Background: an optimization exercise with open tools, aiming at small area and few clock cycles per item. Do not read the settings as production practice. Only simulation tests tie the RTL to the original design; equivalence was not proved. Power is estimated from default activity; no workload was simulated.

==> inputs of 10-27 <==
## pipeline_division
module pipeline_division #(
  parameter int DIVINDED_WIDTH = 32,
  parameter int DIVISOR_WIDTH  = 32
)(
  input                           clk_i,
  input                           rst_i,
  input  [DIVINDED_WIDTH - 1 : 0] divinded_i,
  input  [DIVISOR_WIDTH - 1 : 0]  divisor_i,
  input                           valid_i,
  output                          ready_o,
  output [DIVINDED_WIDTH - 1 : 0] quotient_o,
  output [DIVISOR_WIDTH - 1 : 0]  reminder_o,
  output                          valid_o,
  input                           ready_i
);
clock: 5.0 ns
lec_check: 0
abc_area: 1
cap_margin: 20
core_margin: 2
core_utilization: 65
cts_buf_list: sky130_fd_sc_hd__clkbuf_8
cts_cluster_diameter: 80
cts_cluster_size: 16
place_density: 0.75
slew_margin: 20
synth_hierarchical: 1
run.sh (not shown) runs the stock make flow with config.mk's settings and CLKGATE_MAP_FILE= SYNTH_SCRIPT=/design/flow/synth_recipe.tcl, a recipe that flattens the netlist after the stock synthesis.
==> 12-20: changes against 10-27 <==
--- a/flow/config.mk
+++ b/flow/config.mk
@@ -11,6 +11,5 @@
 export CORE_UTILIZATION = 65
 export CTS_BUF_LIST = sky130_fd_sc_hd__clkbuf_8
-export CTS_CLUSTER_DIAMETER = 80
-export CTS_CLUSTER_SIZE = 16
+export CTS_CLUSTER_SIZE = 20
 export PLACE_DENSITY = 0.75
 export SLEW_MARGIN = 20
==> 01-26: changes against 10-27 <==
--- a/flow/config.mk
+++ b/flow/config.mk
@@ -11,6 +11,6 @@
 export CORE_UTILIZATION = 65
 export CTS_BUF_LIST = sky130_fd_sc_hd__clkbuf_8
-export CTS_CLUSTER_DIAMETER = 80
-export CTS_CLUSTER_SIZE = 16
+export CTS_CLUSTER_SIZE = 20
+export GPL_TIMING_DRIVEN = 0
 export PLACE_DENSITY = 0.75
 export SLEW_MARGIN = 20
==> results.json <==
{
  "hold_class": "flip-flop to flip-flop",
  "endpoint": "rem_2[1]",
  "p_per_area_nw_per_um2": 721,
  "dpl.hpwl_um": 98700,
  "post-place-ws_ps": -78.2,
  "status": "finished clean"
}
[end of results for 12-20]
==> results.json <==
{
  "p_per_area_nw_per_um2": 697,
  "status": "finished clean",
  "dpl.hpwl_um": 98700,
  "post-place-ws_ps": -78.2,
  "hold_class": "flip-flop to flip-flop",
  "endpoint": "rem_2[1]"
}
[end of results for 10-27]
==> results.json <==
{
  "h-tree-depth": 4,
  "p_per_area_nw_per_um2": 721,
  "endpoint": "ready_o",
  "status": "finished clean",
  "hold_class": "input port to flip-flop"
}
[end of results for 01-26]
Testbench counts of 10-27, summed over its fixed seeds: cycles 4,048, items 4,000.
Testbench counts of 12-20, summed over its fixed seeds: cycles 4,048, items 4,000.
Testbench counts of 01-26, summed over its fixed seeds: cycles 4,048, items 4,000.

---

==> inputs of 03-24 <==
Another version of the RTL of pipeline_division (not shown whole).
clock: 5.0 ns
lec_check: 0
abc_area: 1
cap_margin: 20
core_margin: 2
core_utilization: 65
cts_buf_list: sky130_fd_sc_hd__clkbuf_8
cts_cluster_size: 20
place_density: 0.75
slew_margin: 20
==> inputs of 04-23, as changes to 03-24 <==
CTS_CLUSTER_DIAMETER = 80   (was unset)
CTS_CLUSTER_SIZE = 16   (was 20)
==> metrics.yaml <==
grt:
  track_usage_pct: 24.9
  grt_pass1_vias: 46322
  grtUsageMet3_pct: 3.96
  use_met1_pct: 25.3
power_and_ir_drop:
  peakVddDrop_mv: 0.691
  combPwrFrac_pct: 46.9
  power_switching_w: 0.0238
  p_int_w: 0.0305
  p_per_area_mw_per_mm2: 751
layout:
  seq-cell-share_pct: 50.3
critical_path:
  slowest_delay_ps: 490
  r2r_cells: 27
  required_ps: 5630
  critPathBufInv: 0
timing:
  fin_ws_ps: 475
status:
  outcome: "finished clean"
The numbers above come from 03-24.

==> metrics.yaml <==
status:
  outcome: "finished clean"
grt:
  grtUsageMet3_pct: 2.84
  track_usage_pct: 24.2
  use_met1_pct: 25.2
  grt_pass1_vias: 44858
layout:
  seq-cell-share_pct: 51.9
power_and_ir_drop:
  p_int_w: 0.0279
  peakVddDrop_mv: 0.662
  combPwrFrac_pct: 49.9
  p_per_area_mw_per_mm2: 726
  power_switching_w: 0.0229
critical_path:
  critPathBufInv: 3
  required_ps: 5540
  slowest_delay_ps: 500
The numbers above come from 04-23.

Testbench counts of 03-24, summed over its fixed seeds: cycles 4,060, items 4,000.
Testbench counts of 04-23, summed over its fixed seeds: cycles 4,060, items 4,000.

---

==> job 9446: inputs <==
RTL: one of the versions met above, not the one the previous note started from.
make LEC_CHECK=0 ABC_AREA=1 CAP_MARGIN=20 CORE_MARGIN=2 CORE_UTILIZATION=70 CTS_BUF_LIST=sky130_fd_sc_hd__clkbuf_8 CTS_CLUSTER_DIAMETER=80 CTS_CLUSTER_SIZE=16 PLACE_DENSITY=0.8 SLEW_MARGIN=20 SYNTH_HIERARCHICAL=1 finish   # period 5.0 ns
==> job 7969 (differences from job 9446) <==
--- a/flow/config.mk
+++ b/flow/config.mk
@@ -8,10 +8,9 @@
 export ABC_AREA = 1
 export CAP_MARGIN = 20
 export CORE_MARGIN = 2
-export CORE_UTILIZATION = 70
+export CORE_UTILIZATION = 75
 export CTS_BUF_LIST = sky130_fd_sc_hd__clkbuf_8
-export CTS_CLUSTER_DIAMETER = 80
-export CTS_CLUSTER_SIZE = 16
-export PLACE_DENSITY = 0.8
+export CTS_CLUSTER_SIZE = 20
+export PLACE_DENSITY = 0.85
 export SLEW_MARGIN = 20
 export SYNTH_HIERARCHICAL = 1
==> qor summary <==
item                                                                        job 7969            job 9446
Logic depth of the worst setup path including buffers                             40                  31
Met1 Wirelength                                                             51300 µm            53800 µm
Critical path required time                                                  5.58 ns             5.51 ns
Count of standard-cell rows                                                      105                 108
Global-route total usage across every layer                                    0.322               0.295
Slack of the critical path                                                  0.217 ns            0.332 ns
Number of CTS-inserted buffers                                                   161                  73
NonClk Buf Share                                                              0.0368              0.0413
Met3 Wirelength                                                              7290 µm             6280 µm
Internal power consumption                                                  26300 µW            24200 µW
Crit Reg-Reg Startpoint                                            dv_2[2]$_DFFE_PP_  dv_2[28]$_DFFE_PP_
Antenna diode count                                                                2                   1
Area after detailed placement                                              63700 µm²           64000 µm²
Layout Utilization                                                             0.820               0.754
Pin count of the biggest net entering global routing                             161                 178
Multi-input combinational gate total                                            5223                5225
Met2 layer usage reported by global route                                      0.597               0.533
Outcome                                                               finished clean      finished clean
Total power per unit cell area                                            734 nW/µm²          704 nW/µm²
Logic pwr share                                                                0.515               0.546
Worst slack at placement                                                   -0.124 ns           -0.153 ns
IR Drop Worst-Case VDD                                                        778 µV              707 µV
Number of antenna violations at the first check in global routing                  4                   2
Die extent in x                                                               291 µm              301 µm
Highest attainable clock frequency                                           209 MHz             214 MHz
Data arrival time of the critical path                                       5.36 ns             5.18 ns
Number of global-route vias before repair                                      48600               46200
Testbench counts of job 9446, summed over its fixed seeds: cycles 4,048, items 4,000.
Testbench counts of job 7969, summed over its fixed seeds: cycles 4,048, items 4,000.

re-timing with driven ports:
Ports are ideal in the flow. The routed layouts listed here were re-timed in OpenROAD.
Step 1 (the two cells are an assumption about what drives the block):
set clk [get_ports {clk_i}]
set_driving_cell -lib_cell sky130_fd_sc_hd__clkbuf_16 $clk
set_driving_cell -lib_cell sky130_fd_sc_hd__buf_2 [delete_from_list [all_inputs] $clk]
Step 2, shift: input delay + t, output delay - t, t = (earliest + latest rising clock arrival at the registers) / 2. This alone moves slack from input paths to output paths.
Three values: ideal ports, drivers, drivers and shift; two values: the first two.
run | t, ns | slack for setup (ns) | hold slack, ns | clock arrival spread, ns | pins driven straight from the clock port
10-27 | 0.827 | 0.297 / 0.297 / -0.039 | 0.394 / 0.394 / 0.394 | 0.048 / 0.048 | 1
12-20 | 0.919 | 0.353 / 0.353 / -0.088 | 0.407 / 0.392 / 0.407 | 0.029 / 0.029 | 1
01-26 | 0.907 | 0.195 / 0.165 / -0.430 | 0.322 / 0.276 / 0.400 | 0.050 / 0.050 | 1
03-24 | 0.940 | 0.475 / 0.475 / -0.187 | 0.393 / 0.393 / 0.393 | 0.043 / 0.043 | 1
04-23 | 0.862 | 0.465 / 0.465 / -0.171 | 0.390 / 0.390 / 0.390 | 0.058 / 0.058 | 1
job 9446 | 0.824 | 0.332 / 0.332 / -0.173 | 0.405 / 0.405 / 0.405 | 0.063 / 0.064 | 1
job 7969 | 0.907 | 0.217 / 0.217 / -0.172 | 0.363 / 0.363 / 0.363 | 0.076 / 0.077 | 1
Met with ideal ports but missed after step 2: setup timing in every run listed. For 03-24, which loses most, drivers alone change the setup slack by 0.000 ns; drivers and shift together by -0.662 ns.
